Source: an optimization exercise on an open RTL-to-GDS flow (aim: small area). Production flows keep margins and buffers that such runs may drop.
The RTL was checked by simulation tests, not by an equivalence proof against the original design.
Power is estimated from default activity; no workload was simulated.

===== flow/config.mk =====
export PLATFORM = sky130hd
export DESIGN_NAME = r22sdf_64pt
export DESIGN_NICKNAME = r22sdf_64pt
export VERILOG_FILES = /design/flow/design.v
export SDC_FILE = /design/flow/constraint.sdc
export NUM_CORES = 4
export LEC_CHECK = 0
export CAP_MARGIN = 20
export CORE_MARGIN = 2
export CORE_UTILIZATION = 40
export SLEW_MARGIN = 20

===== flow/constraint.sdc =====
create_clock -name core_clock -period 10.0 [get_ports {sys_clk}]
set_input_delay 2.0000 -clock core_clock [delete_from_list [all_inputs] [get_ports {sys_clk}]]
set_output_delay 2.0000 -clock core_clock [all_outputs]
set_load 0.01 [all_outputs]

===== flow/design.v =====
function integer clog2;
	input integer value;
	begin  
		value = value-1;
		for (clog2=0; value>0; clog2=clog2+1)
			value = value>>1;
		end  
endfunction
function integer clog4;
	input integer value2;
	begin  
		value2 = value2-1;
		for (clog4=0; value2>0; clog4=clog4+1)
			value2 = value2>>2;
		end  
endfunction
`timescale 1 ns/ 1 ps
module cordic#(
	parameter pipeline = 16
)(
	input				sys_clk,
	input				sys_nrst,
	input				sys_en,
	input	[15 : 0]	phase_in,
	output	[16 : 0]	eps,
	output	[16 : 0]	sin,
	output	[16 : 0]	cos
);
	localparam const_k = 16'h9b74;
	wire			[15 : 0]	rot			[15 : 0];
	assign rot[0]		= 16'h2000;     
	assign rot[1]		= 16'h12e4;     
	assign rot[2]		= 16'h09fb;     
	assign rot[3]		= 16'h0511;     
	assign rot[4]		= 16'h028b;     
	assign rot[5]		= 16'h0145;     
	assign rot[6]		= 16'h00a3;     
	assign rot[7]		= 16'h0051;     
	assign rot[8]		= 16'h0028;     
	assign rot[9]		= 16'h0014;     
	assign rot[10]		= 16'h000a;     
	assign rot[11]		= 16'h0005;     
	assign rot[12]		= 16'h0003;     
	assign rot[13]		= 16'h0002;     
	assign rot[14]		= 16'h0001;     
	assign rot[15]		= 16'h0000;     
	reg signed		[16 : 0]	eps_r;
	reg signed		[16 : 0]	sin_r;
	reg signed		[16 : 0]	cos_r;
	reg signed		[16 : 0]	x			[pipeline : 0];
	reg signed		[16 : 0]	y			[pipeline : 0];
	reg signed		[16 : 0]	z			[pipeline : 0];
	reg				[1 : 0]		quadrant	[pipeline : 0];
	always@(posedge sys_clk or negedge sys_nrst)begin
		if(!sys_nrst)begin
			x[0] <= 17'b0;
			y[0] <= 17'b0;
			z[0] <= 17'b0;
		end else begin
			if(sys_en)begin
				x[0] <= {1'b0, const_k};
				y[0] <= 17'b0;
				z[0] <= {3'b0,phase_in[13:0]};
			end
		end
	end
	always@(posedge sys_clk or negedge sys_nrst)begin
		if(!sys_nrst)begin
			x[1] <= 17'b0;
			y[1] <= 17'b0;
			z[1] <= 17'b0;
		end else begin
			if(sys_en)begin
				if(z[0][16])begin
					x[1] <= x[0] + y[0];
					y[1] <= x[0] - y[0];
					z[1] <= z[0] + rot[0];
				end else begin
					x[1] <= x[0] - y[0]; 
					y[1] <= x[0] + y[0]; 
					z[1] <= z[0] - rot[0]; 
				end
			end
		end
	end
	generate
		genvar j;
		for(j = 2; j <= pipeline; j = j + 1)begin : pipeline_comp_loop0
			always@(posedge sys_clk or negedge sys_nrst)begin
				if(!sys_nrst)begin
					x[j] <= 17'b0;
					y[j] <= 17'b0;
					z[j] <= 17'b0;
				end else begin
					if(sys_en)begin
						if(z[j-1][16])begin
							x[j] <= x[j-1] + (y[j-1]>>>(j-1));
							y[j] <= y[j-1] - (x[j-1]>>>(j-1));
							z[j] <= z[j-1] + rot[j-1]; 
						end else begin
							x[j] <= x[j-1] - (y[j-1]>>>(j-1));
							y[j] <= y[j-1] + (x[j-1]>>>(j-1));
							z[j] <= z[j-1] - rot[j-1]; 
						end
					end
				end
			end
		end
	endgenerate
	always@(posedge sys_clk or negedge sys_nrst)begin
		if(!sys_nrst)begin
			quadrant[0] <= 'b0;
		end else begin
			if(sys_en)begin
				quadrant[0] <= phase_in[15:14];
			end
		end
	end
	generate
		genvar i;
		for(i = 1; i <= pipeline; i = i + 1)begin : pipeline_loop0
			always@(posedge sys_clk or negedge sys_nrst)begin
				if(!sys_nrst)begin
					quadrant[i] <= 'b0;
				end else begin
					if(sys_en)begin
						quadrant[i] <= quadrant[i-1];
					end
				end
			end
		end
	endgenerate
	assign sin = sin_r;
	assign cos = cos_r;
	assign eps = eps_r;
	always@(posedge sys_clk or negedge sys_nrst)begin
		if(!sys_nrst)begin
			eps_r <= 'd0;
		end else begin
			if(sys_en)begin
				eps_r <= z[16];
			end
		end
	end
	always@(posedge sys_clk or negedge sys_nrst)begin
		if(!sys_nrst)begin
			cos_r <= 'd0;
			sin_r <= 'd0;
		end else begin
			if(sys_en)begin
				case(quadrant[16])
					2'b00:begin
						cos_r <= $signed(x[16]);
						sin_r <= $signed(y[16]);
					end
					2'b01:begin
						cos_r <= -$signed(y[16]); 
						sin_r <= $signed(x[16]); 
					end
					2'b10:begin
						cos_r <= -$signed(x[16]); 
						sin_r <= -$signed(y[16]); 
					end
					2'b11:begin
						cos_r <= $signed(y[16]); 
						sin_r <= -$signed(x[16]); 
					end
				endcase
			end
		end
	end
endmodule
`timescale 1 ns/ 1 ps
module twiddle_mod#(
	parameter division		= 16,
	parameter fft_length	= 16,
	parameter ff_in_en		= 0,
	parameter ff_out_en		= 0,
	parameter dsp_ff_num	= 0
)(
	input							sys_clk,
	input							sys_nrst,
	input							sys_en,
	output	[16 : 0]				tw_fac_r,
	output	[16 : 0]				tw_fac_i,
	output							cordic_rdy
);
function integer clog2;
	input integer value;
	begin  
		value = value-1;
		for (clog2=0; value>0; clog2=clog2+1)
			value = value>>1;
		end  
endfunction
function integer clog4;
	input integer value2;
	begin  
		value2 = value2-1;
		for (clog4=0; value2>0; clog4=clog4+1)
			value2 = value2>>2;
		end  
endfunction
	localparam phase_bw = 16;
	localparam cordic_bw = clog2(division);
	localparam tick_bw = clog2(fft_length);
	localparam pwr_cmp = clog4(fft_length) - clog4(division);
	localparam offset = (pwr_cmp > 0) ? 1 : 0;
	localparam tick_ff_path_dsp = (dsp_ff_num > 0) ? pwr_cmp * dsp_ff_num : 0;
	localparam tick_ff_path_num = (ff_in_en + ff_out_en) * 2;
	localparam cordic_offset = (tick_ff_path_num) * (pwr_cmp + 1) + tick_ff_path_dsp;
	localparam cordic_rdy_cnt = 17 + (fft_length / 4) - cordic_offset;
	localparam cordic_init_cnt = (division / 4) * offset - cordic_offset;
	reg							cordic_rdy_r;
	reg		[tick_bw : 0]		cordic_init;
	reg		[cordic_bw-1 : 0]	phase_cnt;
	always@(posedge sys_clk or negedge sys_nrst)begin
		if(!sys_nrst)begin
			phase_cnt <= 'd0;
		end else begin
			if(sys_en)begin
				if(cordic_init[0+:(cordic_bw-2)] == {(cordic_bw-2){1'b1}})begin
					phase_cnt <= 'd0;
				end else begin
					phase_cnt <= phase_cnt - 
						{{(cordic_bw-2){1'b0}}, cordic_init[cordic_bw-2], cordic_init[cordic_bw-1]};
				end
			end
		end
	end
	cordic#(
		.pipeline		(16)
	)cordic_s0(
		.sys_clk		(sys_clk),
		.sys_nrst		(sys_nrst),
		.sys_en			(sys_en),
		.phase_in		({phase_cnt, {(phase_bw-cordic_bw){1'b0}}}),
		.cos			(tw_fac_r),
		.sin			(tw_fac_i),
		.eps			()
	);
	always@(posedge sys_clk or negedge sys_nrst)begin
		if(!sys_nrst)begin
			cordic_init <= cordic_init_cnt;
		end else if(sys_en)begin
			cordic_init <= cordic_init + 'd1;
		end
	end
	always@(posedge sys_clk)begin
		if(!sys_nrst)begin
			cordic_rdy_r <= 1'b0;
		end else if(sys_en)begin
			if(cordic_init == cordic_rdy_cnt)begin
				cordic_rdy_r <= 1'b1;
			end
		end
	end
	assign cordic_rdy = cordic_rdy_r;
endmodule
`timescale 1 ns/ 1 ps
module mult_r22sdf#(
	parameter data_resolution = 16,
	parameter pipeline_num = 0
)(
	input								sys_clk,
	input								sys_nrst,
	input								sys_en,
	input	[data_resolution-1 : 0]		din_r,
	input	[data_resolution-1 : 0]		din_i,
	input	[data_resolution : 0]		tw_fac_r,
	input	[data_resolution : 0]		tw_fac_i,
	output	[data_resolution-1 : 0]		dout_r,
	output	[data_resolution-1 : 0]		dout_i
);
	wire	[data_resolution*2+1 : 0]		mul_r;
	wire	[data_resolution*2+1 : 0]		mul_i;
	wire									glb_rst;
	assign glb_rst = !sys_nrst;
	generate
		if(pipeline_num == 1)begin: BALANCE_PIPELINE
			reg		[data_resolution*2 : 0]		r_ac;
			reg		[data_resolution*2 : 0]		r_bd;
			reg		[data_resolution*2 : 0]		r_bc;
			reg		[data_resolution*2 : 0]		r_ad;
			always@(posedge sys_clk)begin
				if(glb_rst)begin
					r_ac <= 'd0;
					r_bd <= 'd0;
					r_bc <= 'd0;
					r_ad <= 'd0;
				end else if(sys_en) begin
					r_ac <= $signed(din_r) * $signed(tw_fac_r);
					r_bd <= $signed(din_i) * $signed(tw_fac_i);
					r_bc <= $signed(din_i) * $signed(tw_fac_r);
					r_ad <= $signed(din_r) * $signed(tw_fac_i);
				end
			end
			assign mul_r = $signed(r_ac) - $signed(r_bd);
			assign mul_i = $signed(r_bc) + $signed(r_ad);
		end else if(pipeline_num == 2)begin: INTERMEDIATE_OUT_PIPELINE
			reg		[data_resolution*2 : 0]		r_ac;
			reg		[data_resolution*2 : 0]		r_bd;
			reg		[data_resolution*2 : 0]		r_bc;
			reg		[data_resolution*2 : 0]		r_ad;
			reg		[data_resolution*2+1 : 0]	mul_r_r;
			reg		[data_resolution*2+1 : 0]	mul_i_r;
			always@(posedge sys_clk)begin
				if(glb_rst)begin
					r_ac <= 'd0;
					r_bd <= 'd0;
					r_bc <= 'd0;
					r_ad <= 'd0;
				end else if(sys_en) begin
					r_ac <= $signed(din_r) * $signed(tw_fac_r);
					r_bd <= $signed(din_i) * $signed(tw_fac_i);
					r_bc <= $signed(din_i) * $signed(tw_fac_r);
					r_ad <= $signed(din_r) * $signed(tw_fac_i);
				end
			end
			always@(posedge sys_clk)begin
				if(glb_rst)begin
					mul_r_r <= 'd0;
					mul_i_r <= 'd0;
				end else if(sys_en) begin
					mul_r_r <= $signed(r_ac) - $signed(r_bd);
					mul_i_r <= $signed(r_bc) + $signed(r_ad);
				end
			end
			assign mul_r = mul_r_r;
			assign mul_i = mul_i_r;
		end else if(pipeline_num == 3)begin: IO_INTER_PIPELINE
			reg		[data_resolution-1 : 0]		din_r_r;
			reg		[data_resolution-1 : 0]		din_i_r;
			reg		[data_resolution : 0]		tw_fac_r_r;
			reg		[data_resolution : 0]		tw_fac_i_r;
			reg		[data_resolution*2 : 0]		r_ac;
			reg		[data_resolution*2 : 0]		r_bd;
			reg		[data_resolution*2 : 0]		r_bc;
			reg		[data_resolution*2 : 0]		r_ad;
			reg		[data_resolution*2+1 : 0]	mul_r_r;
			reg		[data_resolution*2+1 : 0]	mul_i_r;
			always@(posedge sys_clk)begin
				if(glb_rst)begin
					din_r_r <= 'd0;
					din_i_r <= 'd0;
					tw_fac_r_r <= 'd0;
					tw_fac_i_r <= 'd0;
				end else if(sys_en) begin
					din_r_r <= din_r;
					din_i_r <= din_i;
					tw_fac_r_r <= tw_fac_r;
					tw_fac_i_r <= tw_fac_i;
				end
			end
			always@(posedge sys_clk)begin
				if(glb_rst)begin
					r_ac <= 'd0;
					r_bd <= 'd0;
					r_bc <= 'd0;
					r_ad <= 'd0;
				end else if(sys_en) begin
					r_ac <= $signed(din_r_r) * $signed(tw_fac_r_r);
					r_bd <= $signed(din_i_r) * $signed(tw_fac_i_r);
					r_bc <= $signed(din_i_r) * $signed(tw_fac_r_r);
					r_ad <= $signed(din_r_r) * $signed(tw_fac_i_r);
				end
			end
			always@(posedge sys_clk)begin
				if(glb_rst)begin
					mul_r_r <= 'd0;
					mul_i_r <= 'd0;
				end else if(sys_en) begin
					mul_r_r <= $signed(r_ac) - $signed(r_bd);
					mul_i_r <= $signed(r_bc) + $signed(r_ad);
				end
			end
			assign mul_r = mul_r_r;
			assign mul_i = mul_i_r;
		end else begin: NO_PIPELINE
			assign mul_r = $signed(din_r) * $signed(tw_fac_r) - $signed(din_i) * $signed(tw_fac_i);
			assign mul_i = $signed(din_i) * $signed(tw_fac_r) + $signed(din_r) * $signed(tw_fac_i);
		end
	endgenerate
	assign dout_r = mul_r[16 +: data_resolution];
	assign dout_i = mul_i[16 +: data_resolution];
endmodule
`timescale 1 ns/ 1 ps
module bf2i#(
	parameter data_resolution = 16,
	parameter delay_num = 2,
	parameter ff_in_en = 0,
	parameter ff_out_en = 0
)(
	input								sys_clk,
	input								sys_nrst,
	input								sys_en,
	input								sel,
	input	[data_resolution-1 : 0]		din_r,
	input	[data_resolution-1 : 0]		din_i,
	output	[data_resolution-1 : 0]		dout_r,
	output	[data_resolution-1 : 0]		dout_i
);
function integer clog2;
	input integer value;
	begin  
		value = value-1;
		for (clog2=0; value>0; clog2=clog2+1)
			value = value>>1;
		end  
endfunction
function integer clog4;
	input integer value2;
	begin  
		value2 = value2-1;
		for (clog4=0; value2>0; clog4=clog4+1)
			value2 = value2>>2;
		end  
endfunction
	reg		[data_resolution-1 : 0]		buff_r_d0;
	reg		[data_resolution-1 : 0]		buff_r_d1;
	reg		[data_resolution-1 : 0]		buff_i_d0;
	reg		[data_resolution-1 : 0]		buff_i_d1;
	wire	[data_resolution-1 : 0]		din_r_w;
	wire	[data_resolution-1 : 0]		din_i_w;
	wire								sel_w;
	wire	[data_resolution-1 : 0]		delay_r_w;
	wire	[data_resolution-1 : 0]		delay_i_w;
	genvar i;
	generate
		if(delay_num < 4096)begin : DELAY_FRABIC
			reg		[data_resolution-1 : 0]		delay_r		[delay_num-1 : 0];
			reg		[data_resolution-1 : 0]		delay_i		[delay_num-1 : 0];
			for(i=0;i<delay_num;i=i+1)begin
				always@(posedge sys_clk or negedge sys_nrst)begin
					if(!sys_nrst)begin
						delay_r[i] <= 'd0;
						delay_i[i] <= 'd0;
					end else begin
						if(sys_en)begin
							if(i == 0)begin
								delay_r[0] <= buff_r_d1;
								delay_i[0] <= buff_i_d1;
							end else begin
								delay_r[i] <= delay_r[i-1];
								delay_i[i] <= delay_i[i-1];
							end
						end
					end
				end
			end
			assign delay_r_w = delay_r[delay_num-1];
			assign delay_i_w = delay_i[delay_num-1];
		end else begin : DELAY_BRAM
			reg		[clog2(delay_num)-1 : 0]	delay_bram_tick_in;
			reg		[clog2(delay_num)-1 : 0]	delay_bram_tick_out;
			always@(posedge sys_clk)begin
				if(!sys_nrst)begin
					delay_bram_tick_in <= 'd0;
					delay_bram_tick_out <= 'd1;
				end else if(sys_en)begin
					if(delay_bram_tick_in == (delay_num - 2))begin
						delay_bram_tick_in <= 'd0;
					end else begin
						delay_bram_tick_in <= delay_bram_tick_in + 'd1;
					end
					if(delay_bram_tick_out == (delay_num - 2))begin
						delay_bram_tick_out <= 'd0;
					end else begin
						delay_bram_tick_out <= delay_bram_tick_out + 'd1;
					end
				end
			end
			xilinx_simple_dual_port_2_clock_ram #(
				.RAM_WIDTH			(data_resolution),
				.RAM_DEPTH			(delay_num - 1),
				.RAM_PERFORMANCE	("HIGH_PERFORMANCE"),
				.INIT_FILE			("")
			)delay_line_real(
				.rstb	(!sys_nrst),
				.clka	(sys_clk),
				.wea	(sys_en),
				.addra	(delay_bram_tick_in),
				.dina	(buff_r_d1),
				.clkb	(sys_clk),
				.enb	(sys_en),
				.regceb	(1'b1),
				.addrb	(delay_bram_tick_out),
				.doutb	(delay_r_w)
			);
			xilinx_simple_dual_port_2_clock_ram #(
				.RAM_WIDTH			(data_resolution),
				.RAM_DEPTH			(delay_num - 1),
				.RAM_PERFORMANCE	("HIGH_PERFORMANCE"),
				.INIT_FILE			("")
			)delay_line_imag(
				.rstb	(!sys_nrst),
				.clka	(sys_clk),
				.wea	(sys_en),
				.addra	(delay_bram_tick_in),
				.dina	(buff_i_d1),
				.clkb	(sys_clk),
				.enb	(sys_en),
				.regceb	(1'b1),
				.addrb	(delay_bram_tick_out),
				.doutb	(delay_i_w)
			);
		end
	endgenerate
	always@(*)begin
		case(sel_w)
			1'b0: begin
				buff_r_d0 = $signed(delay_r_w);
				buff_i_d0 = $signed(delay_i_w);
				buff_r_d1 = $signed(din_r_w);
				buff_i_d1 = $signed(din_i_w);
			end
			1'b1: begin
				buff_r_d1 = $signed(delay_r_w) - $signed(din_r_w);
				buff_i_d1 = $signed(delay_i_w) - $signed(din_i_w);
				buff_r_d0 = $signed(delay_r_w) + $signed(din_r_w);
				buff_i_d0 = $signed(delay_i_w) + $signed(din_i_w);
			end
		endcase
	end
	generate
		if(ff_in_en)begin : FF_IN_EN
			reg		[data_resolution-1 : 0]		din_r_r;
			reg		[data_resolution-1 : 0]		din_i_r;
			reg									sel_r;
			always@(posedge sys_clk or negedge sys_nrst)begin
				if(!sys_nrst)begin
					din_r_r <= 'd0;
					din_i_r <= 'd0;
					sel_r <= 1'b0;
				end else begin
					if(sys_en)begin
						din_r_r <= din_r;
						din_i_r <= din_i;
						sel_r <= sel;
					end
				end
			end
			assign din_r_w = din_r_r;
			assign din_i_w = din_i_r;
			assign sel_w = sel_r;
		end else begin
			assign din_r_w = din_r;
			assign din_i_w = din_i;
			assign sel_w = sel;
		end
	endgenerate
	generate
		if(ff_out_en)begin : FF_OUT_EN
			reg	[data_resolution-1 : 0]		buff_r_d0_r;
			reg	[data_resolution-1 : 0]		buff_i_d0_r;
			always@(posedge sys_clk or negedge sys_nrst)begin
				if(!sys_nrst)begin
					buff_r_d0_r <= 'd0;
					buff_i_d0_r <= 'd0;
				end else begin
					if(sys_en)begin
						buff_r_d0_r <= buff_r_d0;
						buff_i_d0_r <= buff_i_d0;
					end
				end
			end
			assign dout_r = buff_r_d0_r;
			assign dout_i = buff_i_d0_r;
		end else begin
			assign dout_r = buff_r_d0;
			assign dout_i = buff_i_d0;
		end
	endgenerate
endmodule
`timescale 1 ns/ 1 ps
module bf2ii#(
	parameter data_resolution = 16,
	parameter delay_num = 1,
	parameter ff_in_en = 0,
	parameter ff_out_en = 0
)(
	input								sys_clk,
	input								sys_nrst,
	input								sys_en,
	input	[1 : 0]						sel,
	input	[data_resolution-1 : 0]		din_r,
	input	[data_resolution-1 : 0]		din_i,
	output	[data_resolution-1 : 0]		dout_r,
	output	[data_resolution-1 : 0]		dout_i
);
function integer clog2;
	input integer value;
	begin  
		value = value-1;
		for (clog2=0; value>0; clog2=clog2+1)
			value = value>>1;
		end  
endfunction
function integer clog4;
	input integer value2;
	begin  
		value2 = value2-1;
		for (clog4=0; value2>0; clog4=clog4+1)
			value2 = value2>>2;
		end  
endfunction
	reg		[data_resolution-1 : 0]		buff_r_d0;
	reg		[data_resolution-1 : 0]		buff_r_d1;
	reg		[data_resolution-1 : 0]		buff_i_d0;
	reg		[data_resolution-1 : 0]		buff_i_d1;
	wire	[data_resolution-1 : 0]		din_r_w;
	wire	[data_resolution-1 : 0]		din_i_w;
	wire	[1 : 0]						sel_w;
	wire	[data_resolution-1 : 0]		delay_r_w;
	wire	[data_resolution-1 : 0]		delay_i_w;
	genvar i;
	generate
		if(delay_num < 4096)begin : DELAY_FRABIC
			reg		[data_resolution-1 : 0]		delay_r		[delay_num-1 : 0];
			reg		[data_resolution-1 : 0]		delay_i		[delay_num-1 : 0];
			for(i=0;i<delay_num;i=i+1)begin
				always@(posedge sys_clk or negedge sys_nrst)begin
					if(!sys_nrst)begin
						delay_r[i] <= 'd0;
						delay_i[i] <= 'd0;
					end else begin
						if(sys_en)begin
							if(i == 0)begin
								delay_r[0] <= buff_r_d1;
								delay_i[0] <= buff_i_d1;
							end else begin
								delay_r[i] <= delay_r[i-1];
								delay_i[i] <= delay_i[i-1];
							end
						end
					end
				end
			end
			assign delay_r_w = delay_r[delay_num-1];
			assign delay_i_w = delay_i[delay_num-1];
		end else begin : DELAY_BRAM
			reg		[clog2(delay_num)-1 : 0]	delay_bram_tick_in;
			reg		[clog2(delay_num)-1 : 0]	delay_bram_tick_out;
			always@(posedge sys_clk)begin
				if(!sys_nrst)begin
					delay_bram_tick_in <= 'd0;
					delay_bram_tick_out <= 'd1;
				end else if(sys_en)begin
					if(delay_bram_tick_in == (delay_num - 2))begin
						delay_bram_tick_in <= 'd0;
					end else begin
						delay_bram_tick_in <= delay_bram_tick_in + 'd1;
					end
					if(delay_bram_tick_out == (delay_num - 2))begin
						delay_bram_tick_out <= 'd0;
					end else begin
						delay_bram_tick_out <= delay_bram_tick_out + 'd1;
					end
				end
			end
			xilinx_simple_dual_port_2_clock_ram #(
				.RAM_WIDTH			(data_resolution),
				.RAM_DEPTH			(delay_num - 1),
				.RAM_PERFORMANCE	("HIGH_PERFORMANCE"),
				.INIT_FILE			("")
			)delay_line_real(
				.rstb	(!sys_nrst),
				.clka	(sys_clk),
				.wea	(sys_en),
				.addra	(delay_bram_tick_in),
				.dina	(buff_r_d1),
				.clkb	(sys_clk),
				.enb	(sys_en),
				.regceb	(1'b1),
				.addrb	(delay_bram_tick_out),
				.doutb	(delay_r_w)
			);
			xilinx_simple_dual_port_2_clock_ram #(
				.RAM_WIDTH			(data_resolution),
				.RAM_DEPTH			(delay_num - 1),
				.RAM_PERFORMANCE	("HIGH_PERFORMANCE"),
				.INIT_FILE			("")
			)delay_line_imag(
				.rstb	(!sys_nrst),
				.clka	(sys_clk),
				.wea	(sys_en),
				.addra	(delay_bram_tick_in),
				.dina	(buff_i_d1),
				.clkb	(sys_clk),
				.enb	(sys_en),
				.regceb	(1'b1),
				.addrb	(delay_bram_tick_out),
				.doutb	(delay_i_w)
			);
		end
	endgenerate
	always@(*)begin
		case(sel_w)
			2'b10, 2'b00: begin
				buff_r_d0 = $signed(delay_r_w);
				buff_i_d0 = $signed(delay_i_w);
				buff_r_d1 = $signed(din_r_w);
				buff_i_d1 = $signed(din_i_w);
			end
			2'b01: begin
				buff_r_d1 = $signed(delay_r_w) - $signed(din_i_w);
				buff_i_d1 = $signed(delay_i_w) + $signed(din_r_w);
				buff_r_d0 = $signed(delay_r_w) + $signed(din_i_w);
				buff_i_d0 = $signed(delay_i_w) - $signed(din_r_w);
			end
			2'b11: begin
				buff_r_d1 = $signed(delay_r_w) - $signed(din_r_w);
				buff_i_d1 = $signed(delay_i_w) - $signed(din_i_w);
				buff_r_d0 = $signed(delay_r_w) + $signed(din_r_w);
				buff_i_d0 = $signed(delay_i_w) + $signed(din_i_w);
			end
		endcase
	end
	generate
		if(ff_in_en)begin : FF_IN_EN
			reg		[data_resolution-1 : 0]		din_r_r;
			reg		[data_resolution-1 : 0]		din_i_r;
			reg		[1 : 0]						sel_r;
			always@(posedge sys_clk or negedge sys_nrst)begin
				if(!sys_nrst)begin
					din_r_r <= 'd0;
					din_i_r <= 'd0;
					sel_r <= 'd0;
				end else begin
					if(sys_en)begin
						din_r_r <= din_r;
						din_i_r <= din_i;
						sel_r <= sel;
					end
				end
			end
			assign din_r_w = din_r_r;
			assign din_i_w = din_i_r;
			assign sel_w = sel_r;
		end else begin
			assign din_r_w = din_r;
			assign din_i_w = din_i;
			assign sel_w = sel;
		end
	endgenerate
	generate
		if(ff_out_en)begin : FF_OUT_EN
			reg	[data_resolution-1 : 0]		buff_r_d0_r;
			reg	[data_resolution-1 : 0]		buff_i_d0_r;
			always@(posedge sys_clk or negedge sys_nrst)begin
				if(!sys_nrst)begin
					buff_r_d0_r <= 'd0;
					buff_i_d0_r <= 'd0;
				end else begin
					if(sys_en)begin
						buff_r_d0_r <= buff_r_d0;
						buff_i_d0_r <= buff_i_d0;
					end
				end
			end
			assign dout_r = buff_r_d0_r;
			assign dout_i = buff_i_d0_r;
		end else begin
			assign dout_r = buff_r_d0;
			assign dout_i = buff_i_d0;
		end
	endgenerate
endmodule
`timescale 1 ns/ 1 ps
module r22sdf_4pt#(
	parameter data_resolution	= 16,
	parameter delay_tick		= 0,
	parameter delay_stage		= 0,
	parameter ff_in_en			= 0,
	parameter ff_out_en			= 0,
	parameter dsp_ff_num		= 0
)(
	input								sys_clk,
	input								sys_nrst,
	input								sys_en,
	input	[data_resolution-1 : 0]		din_r,
	input	[data_resolution-1 : 0]		din_i,
	output	[data_resolution-1 : 0]		dout_r,
	output	[data_resolution-1 : 0]		dout_i
);
function integer clog2;
	input integer value;
	begin  
		value = value-1;
		for (clog2=0; value>0; clog2=clog2+1)
			value = value>>1;
		end  
endfunction
function integer clog4;
	input integer value2;
	begin  
		value2 = value2-1;
		for (clog4=0; value2>0; clog4=clog4+1)
			value2 = value2>>2;
		end  
endfunction
	localparam bf2i_delay = 4**(delay_stage)*2;
	localparam bf2ii_delay = 4**(delay_stage);
	localparam tick_bit_width = clog2(bf2i_delay);
	localparam tickd_ff_path_dsp = (dsp_ff_num * delay_tick);
	localparam tickd_ff_path_in_bf2i	= (ff_in_en > 0) ? (2 * delay_tick + 0) : 0;
	localparam tickd_ff_path_in_bf2ii	= (ff_in_en > 0) ? (2 * delay_tick + 1) : 0;
	localparam tickd_ff_path_out_bf2i	= (ff_out_en > 0) ? (2 * delay_tick + 0) : 0;
	localparam tickd_ff_path_out_bf2ii	= (ff_out_en > 0) ? (2 * delay_tick + 1) : 0;
	localparam tick_cnt_bf2i_init	= -(tickd_ff_path_in_bf2i + tickd_ff_path_out_bf2i + tickd_ff_path_dsp);
	localparam tick_cnt_bf2ii_init	= -(tickd_ff_path_in_bf2ii + tickd_ff_path_out_bf2ii + tickd_ff_path_dsp);
	wire	[data_resolution-1 : 0]		d_bus_r;
	wire	[data_resolution-1 : 0]		d_bus_i;
	reg		[tick_bit_width : 0]		tick_cnt_bf2i;
	always@(posedge sys_clk or negedge sys_nrst)begin
		if(!sys_nrst)begin
			tick_cnt_bf2i <= tick_cnt_bf2i_init;
		end else begin
			if(sys_en)begin
				tick_cnt_bf2i <= tick_cnt_bf2i + 'd1;
			end
		end
	end
	bf2i#(
		.data_resolution	(data_resolution),
		.delay_num			(bf2i_delay),
		.ff_in_en			(ff_in_en),
		.ff_out_en			(ff_out_en)
	)bf2i_inst_s0(
		.sys_clk			(sys_clk),
		.sys_nrst			(sys_nrst),
		.sys_en				(sys_en),
		.sel				(tick_cnt_bf2i[tick_bit_width]),
		.din_r				(din_r),
		.din_i				(din_i),
		.dout_r				(d_bus_r),
		.dout_i				(d_bus_i)
	);
	reg		[tick_bit_width : 0]		tick_cnt_bf2ii;
	always@(posedge sys_clk or negedge sys_nrst)begin
		if(!sys_nrst)begin
			tick_cnt_bf2ii <= tick_cnt_bf2ii_init;
		end else begin
			if(sys_en)begin
				tick_cnt_bf2ii <= tick_cnt_bf2ii + 'd1;
			end
		end
	end
	bf2ii#(
		.data_resolution	(data_resolution),
		.delay_num			(bf2ii_delay),
		.ff_in_en			(ff_in_en),
		.ff_out_en			(ff_out_en)
	)bf2ii_inst_s0(
		.sys_clk			(sys_clk),
		.sys_nrst			(sys_nrst),
		.sys_en				(sys_en),
		.sel				(tick_cnt_bf2ii[tick_bit_width:tick_bit_width-1]),
		.din_r				(d_bus_r),
		.din_i				(d_bus_i),
		.dout_r				(dout_r),
		.dout_i				(dout_i)
	);
endmodule
`timescale 1 ns/ 1 ps
module r22sdf_mod#(
	parameter data_resolution	= 16,
	parameter fft_length		= 4,
	parameter mod_stage			= 0,
	parameter ff_in_en			= 0,
	parameter ff_out_en			= 0,
	parameter dsp_ff_num		= 0
)(
	input								sys_clk,
	input								sys_nrst,
	input								sys_en,
	input	[data_resolution-1 : 0]		din_r,
	input	[data_resolution-1 : 0]		din_i,
	input								sys_en_glb,
	output								cordic_rdy,
	output	[data_resolution-1 : 0]		dout_r,
	output	[data_resolution-1 : 0]		dout_i
);
function integer clog2;
	input integer value;
	begin  
		value = value-1;
		for (clog2=0; value>0; clog2=clog2+1)
			value = value>>1;
		end  
endfunction
function integer clog4;
	input integer value2;
	begin  
		value2 = value2-1;
		for (clog4=0; value2>0; clog4=clog4+1)
			value2 = value2>>2;
		end  
endfunction
	localparam delay_tick		= clog4(fft_length) - 1 - mod_stage;
	localparam delay_stage		= mod_stage;
	localparam division			= 4**(mod_stage + 1);
	wire	[data_resolution-1 : 0]		dout_r_w;
	wire	[data_resolution-1 : 0]		dout_i_w;
	r22sdf_4pt#(
		.data_resolution	(data_resolution),
		.delay_tick			(delay_tick),
		.delay_stage		(mod_stage),
		.ff_in_en			(ff_in_en),
		.ff_out_en			(ff_out_en),
		.dsp_ff_num			(dsp_ff_num)
	)r22sdf_4pt_inst0(
		.sys_clk			(sys_clk),
		.sys_nrst			(sys_nrst),
		.sys_en				(sys_en_glb),
		.din_r				(din_r),
		.din_i				(din_i),
		.dout_r				(dout_r_w),
		.dout_i				(dout_i_w)
	);
	generate
		if(mod_stage > 0)begin: intermediate_stages
			wire	[data_resolution : 0]		tw_fac_r;
			wire	[data_resolution : 0]		tw_fac_i;
			wire	[data_resolution-1 : 0]		dout_r_mul;
			wire	[data_resolution-1 : 0]		dout_i_mul;
			twiddle_mod#(
				.division			(division),
				.fft_length			(fft_length),
				.ff_in_en			(ff_in_en),
				.ff_out_en			(ff_out_en),
				.dsp_ff_num			(dsp_ff_num)
			)twiddle_mod_inst0(
				.sys_clk			(sys_clk),
				.sys_nrst			(sys_nrst),
				.sys_en				(sys_en),
				.tw_fac_r			(tw_fac_r),
				.tw_fac_i			(tw_fac_i),
				.cordic_rdy			(cordic_rdy)
			);
			mult_r22sdf#(
				.data_resolution	(data_resolution),
				.pipeline_num		(dsp_ff_num)
			)mult_r22sdf_inst0(
				.sys_clk			(sys_clk),
				.sys_nrst			(sys_nrst),
				.sys_en				(sys_en),
				.din_r				(dout_r_w),
				.din_i				(dout_i_w),
				.tw_fac_r			(tw_fac_r),
				.tw_fac_i			(tw_fac_i),
				.dout_r				(dout_r_mul),
				.dout_i				(dout_i_mul)
			);
			assign dout_r = dout_r_mul;
			assign dout_i = dout_i_mul;
		end else begin
			assign cordic_rdy = 1;
			assign dout_r = dout_r_w;
			assign dout_i = dout_i_w;
		end
	endgenerate
endmodule
`timescale 1 ns/ 1 ps
module r22sdf_64pt#(
	parameter data_resolution	= 16,
	parameter fft_length		= 64,
	parameter inter_input_ff	= 1,
	parameter inter_output_ff	= 1,
	parameter dsp_ff_num		= 3
)(
	input								sys_clk,
	input								sys_nrst,
	input								sys_en,
	input	[data_resolution-1 : 0]		din_r,
	input	[data_resolution-1 : 0]		din_i,
	output	[data_resolution-1 : 0]		dout_r,
	output	[data_resolution-1 : 0]		dout_i
);
	wire	[data_resolution-1 : 0]		dout_r_2t1;
	wire	[data_resolution-1 : 0]		dout_i_2t1;
	wire	[data_resolution-1 : 0]		dout_r_1t0;
	wire	[data_resolution-1 : 0]		dout_i_1t0;
	wire					sys_en_glb;
	wire	[2 : 0]			cordic_rdy;
	assign sys_en_glb = sys_en & cordic_rdy[2];
	r22sdf_mod#(
		.mod_stage			(2),
		.data_resolution	(data_resolution),
		.fft_length			(fft_length),
		.ff_in_en			(inter_input_ff),
		.ff_out_en			(inter_output_ff),
		.dsp_ff_num			(dsp_ff_num)
	)r22sdf_mod_s2(
		.sys_clk			(sys_clk),
		.sys_nrst			(sys_nrst),
		.sys_en				(sys_en),
		.sys_en_glb			(sys_en_glb),
		.cordic_rdy			(cordic_rdy[2]),
		.din_r				(din_r),
		.din_i				(din_i),
		.dout_r				(dout_r_2t1),
		.dout_i				(dout_i_2t1)
	);
	r22sdf_mod#(
		.mod_stage			(1),
		.data_resolution	(data_resolution),
		.fft_length			(fft_length),
		.ff_in_en			(inter_input_ff),
		.ff_out_en			(inter_output_ff),
		.dsp_ff_num			(dsp_ff_num)
	)r22sdf_mod_s1(
		.sys_clk			(sys_clk),
		.sys_nrst			(sys_nrst),
		.sys_en				(sys_en),
		.sys_en_glb			(sys_en_glb),
		.cordic_rdy			(cordic_rdy[1]),
		.din_r				(dout_r_2t1),
		.din_i				(dout_i_2t1),
		.dout_r				(dout_r_1t0),
		.dout_i				(dout_i_1t0)
	);
	r22sdf_mod#(
		.mod_stage			(0),
		.data_resolution	(data_resolution),
		.fft_length			(fft_length),
		.ff_in_en			(inter_input_ff),
		.ff_out_en			(inter_output_ff),
		.dsp_ff_num			(dsp_ff_num)
	)r22sdf_mod_s0(
		.sys_clk			(sys_clk),
		.sys_nrst			(sys_nrst),
		.sys_en				(sys_en),
		.sys_en_glb			(sys_en_glb),
		.cordic_rdy			(cordic_rdy[0]),
		.din_r				(dout_r_1t0),
		.din_i				(dout_i_1t0),
		.dout_r				(dout_r),
		.dout_i				(dout_i)
	);
endmodule

===== flow/run.sh =====
#!/bin/bash
# synth_recipe.tcl (not shown) runs the flow's synth.tcl, then flattens the netlist and writes it again
# the make line also repeats each setting of config.mk as NAME=value (left out here)
make -C /OpenROAD-flow-scripts/flow DESIGN_CONFIG=/design/flow/config.mk WORK_HOME=/design/flow/orfs CLKGATE_MAP_FILE= SYNTH_SCRIPT=/design/flow/synth_recipe.tcl finish

==> impl_metrics.csv <==
group,metric,value,unit
clock_network,clk_pin_slew,0.06,ns
drt,routed_wl,848100,um
sta,period_needed,8.190,ns
place,io_buffers,66,
yosys,yosysSeqAreaShare,0.3242,
drt,firstDrtPassIters,8,
clock_network,holdBufCountCts,0,
yosys,synth_top_area_frac,0.2956,
yosys,synth_seq_cells,4424,
place,place_ws,1.903,ns
drt,wl_per_cell,17.63,um
yosys,synth.avg_cell_area,8.977,um2
global_route,grt_usage,0.1984,
drt,drt_iter0_markers,16140,
global_route,grt_max_degree,244,
power,cellPowerDensity,301.8,nW/um2
drt,m1WireLength,396500,um
drt,num_vias,248600,
global_route,grt_pass1_wl,1388000,um
die,ios,67,
yosys,synth_edf_count,0,
sta,fmax,122.1,MHz
sta,clock_skew,0.07864,ns
global_route,antenna_found_initial,26,
clock_network,cts_made_buffers,542,
clock_network,clkSinkCount,4424,
place,place_hpwl,619300,um
die,fp.dieArea,843800,um2
die,start_util,0.4017,
power,power_frac_clock,0.186,
sta,rsz0062_at_grt,"no",
drt,vias_per_cell,5.170,
min_path,hp-class,"reg2reg",
power,switching_power,47160,uW
yosys,syn_area,334600,um2
yosys,synthArstFlopShare,0.8976,
sta,slew_viol_final,0,
power,p_sw_frac,0.4285,
critical_path,critPathCaptureType,"flop",
critical_path,max_stage_delay,1.00,ns
power,p_leak,0.1806,uW
critical_path,required,10.94,ns
critical_path,path_cells,"buf_4 > and2_1 > fa_1 > fa_1 > ha_1 > fa_1 > inv_1 > fa_1 > fa_1 > inv_1 > ha_1 > o21a_1 > o211ai_1 > a211oi_1 > o211a_1 > a2111oi_1 > o311ai_1 > buf_4 > a2111oi_0 > o31ai_1 > xnor2_1 > o21ai_0",
critical_path,cp_slowest_cell,"a2111oi_1",
clock_network,root_buffer,"clkbuf_16",
power,p_seq_frac,0.249,
sta,worst_pin_slew,1.194,ns
cells_and_area,final_nets,41380,
sta,setup-violations-final,0,
drt,dr.max_layer_used,"met5",
yosys,synthCells,37270,
cells_and_area,area_growth,9.009,%
die,num_rows,335,
sta,fin_crit_sh,0.8190,
die,die_h,918.6,um
job,cap_violations,0,
global_route,grt_pass1_vias,253500,
sta,timing.slew.headroom,0.2037,
clock_network,clkLatencyLatePin,1.10,ns
global_route,grt_overflow,0,
drt,wl_met3,35770,um
cells_and_area,layout-drive-gt1-share,0.06923,
sta,fin_tns_setup,0,ns
yosys,ys.flop_type,"dfrtp_1",
critical_path,crit_type,"reg2reg",
drt,wl_met2,392000,um
critical_path,crit_fanout,19,
critical_path,crit_top_cell,"fa_1",
clock_network,cts_max_level,6,
die,coreArea,832900,um2
die,die_x,918.6,um
clock_network,cts_setup_buffers,0,
yosys,synth_nets,42120,
yosys,synth_top_area_cell,"dfrtp_1",
critical_path,cp-start-kind,"flop",
power,peakVddDrop,0.0002418,V
yosys,yosysWarnings,29,
power,pwr-share-comb,0.565,
critical_path,cp.arrival,9.13,ns
sta,hold_viol,0,
clock_network,post_cts_resized,0,
power,p_int,62900,uW
clock_network,cts_tree,"built",
place,gp_congestion,0.8924,
drt,drcViolationCount,0,
yosys,synth.distinct_cells,88,
yosys,synth_area_leaders,"dfrtp_1 (30%), fa_1 (14%), ha_1 (9.5%), nand2_1 (9.4%), inv_1 (4.1%)",
drt,drtAntennaViolNets,0,
clock_network,cts_max_path_buffers,4,
status,status,"complete, no violations",
sta,postLayoutSetupSlackWorst,1.810,ns
[placed cells by master (no fill, tap or decap), types with 89 or more instances in the layout]
cell type	instances
a211o_1	105
a211oi_1	234
a21o_1	387
a21oi_1	1534
a31oi_1	181
and2_1	1060
and3_1	181
buf_4	295
clkbuf_1	113
clkbuf_16	545
clkbuf_8	105
dfrtp_1	3943
dfxtp_1	442
fa_1	2270
ha_1	2541
inv_1	3630
mux2_2	1047
mux2i_1	584
nand2_1	8362
nand2b_1	135
nand3_1	644
nand4_1	110
nor2_1	1804
nor2b_1	261
nor3_1	560
o2111ai_1	121
o21a_1	89
o21ai_0	1489
o21bai_1	270
o31ai_1	208
or3_1	196
xnor2_1	1548
xor2_1	424
[metal layers]
layer / global-route usage / up-vias
li1: - / 120700
met2: 0.3285 / 4268
met3: 0.02242 / 1160
met4: 0.05164 / 2
met1: 0.2773 / 122500
met5: 0 / -
[cell type report]
cell class | count | area, um2
Clock inverter | 212 | 3154
Fill cell | 80830 | 468100
Inverter | 3646 | 13700
Clock buffer | 763 | 15510
Multi-Input combinational cell | 27510 | 206100
Antenna cell | 9 | 22.52
Tap cell | 11120 | 13910
Sequential cell | 4424 | 108500
Timing Repair Buffer | 407 | 3814
[path summary, 6_finish.rpt]
| path | from | slack [ns] | endpoint | cells past startpoint |
|---|---|---|---|---|
| hold reg to reg | flop | 0.43 | flop | 2 |
| max in group asynchronous | sys_nrst | 6.20 | async pin | 4 |
| setup reg to reg | flop | 1.81 | flop | 22 |
| hold / removal | flop | 0.43 | flop | 2 |
| min in group asynchronous | sys_nrst | 0.88 | async pin | 1 |
| setup / recovery | flop | 1.81 | flop | 22 |
[worst max-delay path, delay by kind of cell, from the launching register on]
family | cells | cell delay [ns]
adder cells (fa/ha/maj) | 7 | 2.92
AND/OR/NAND/NOR | 1 | 0.21
buffers and inverters | 4 | 0.78
flip-flops | 1 | 0.96
XOR/XNOR | 1 | 0.16
AO/OA/AOI/OAI | 9 | 3.00
[stage by stage]
step	power [uW]	hold slack [ns]	std cells	utilization	cell area [um2]
CTS	110900	0.4133	48090	0.4379	364700
detailed placement	89590	0.4365	47110	0.4155	346000
global placement	87880	0.4295	47110	0.4155	346000
global route	119800	0.4358	48090	0.4379	364700
finish	110100	0.4266	48100	0.4379	364700
floorplan	74500	0.4103	37270	-	334600
[cell usage after synthesis, drive strengths merged (1049+ instances only)]
master     n
xnor2   1548
and2    1061
a21oi   1534
nand2   8364
o21ai   1490
dfrtp   3953
ha      2541
nor2    1806
mux2    1049
inv     3638
fa      2270
clkbuf  1566
[kinds of logic after synthesis]
| logic type | count (synthesis) | share of synthesized area |
|---|---|---|
| simple gates | 13740 | 0.1781 |
| buf+inv | 5337 | 0.05994 |
| compound gates | 5298 | 0.09855 |
| fa+ha+maj | 4811 | 0.2308 |
| flops | 4424 | 0.3242 |
| xor+xnor | 1973 | 0.05169 |
| mux | 1692 | 0.05677 |
[power by group through the flow]
stage	combinational [uW]	clock, uW	sequential (uW)
2_1_floorplan	49300	0	25200
3_3_place_gp	60300	0	27600
3_5_place_dp	61900	0	27700
4_1_cts	62400	21100	27400
5_1_grt	70000	21800	28000
6_report	62200	20500	27400

static timing again, ports no longer ideal:
In the flow no input, the clock included, has a driving cell. The finished layout below was timed again as built, in two steps. Step 1 sets driving cells, clkbuf_16 on the clock port and buf_2 on the other inputs (assumed; they add their load-dependent delay and slew). Step 2 moves the port delays by t, midway between the first and last clock arrival at a register: inputs arrive t later, outputs are due t later. That takes back most of the time a late clock gives input paths. Three values: ideal ports, drivers, drivers and shift; two values: the first two.
shift t [ns]: 1.204
setup slack, ns: 1.810 / 1.810 / 1.810
latest minus earliest clock arrival (ns): 0.091 / 0.091
worst data-port slew with drivers (ns): 0.13
pins driven straight from the clock port: 1
After both steps this run still meets setup and hold. The setup slack of this run moves by 0.000 ns with the drivers and by 0.000 ns with both steps.
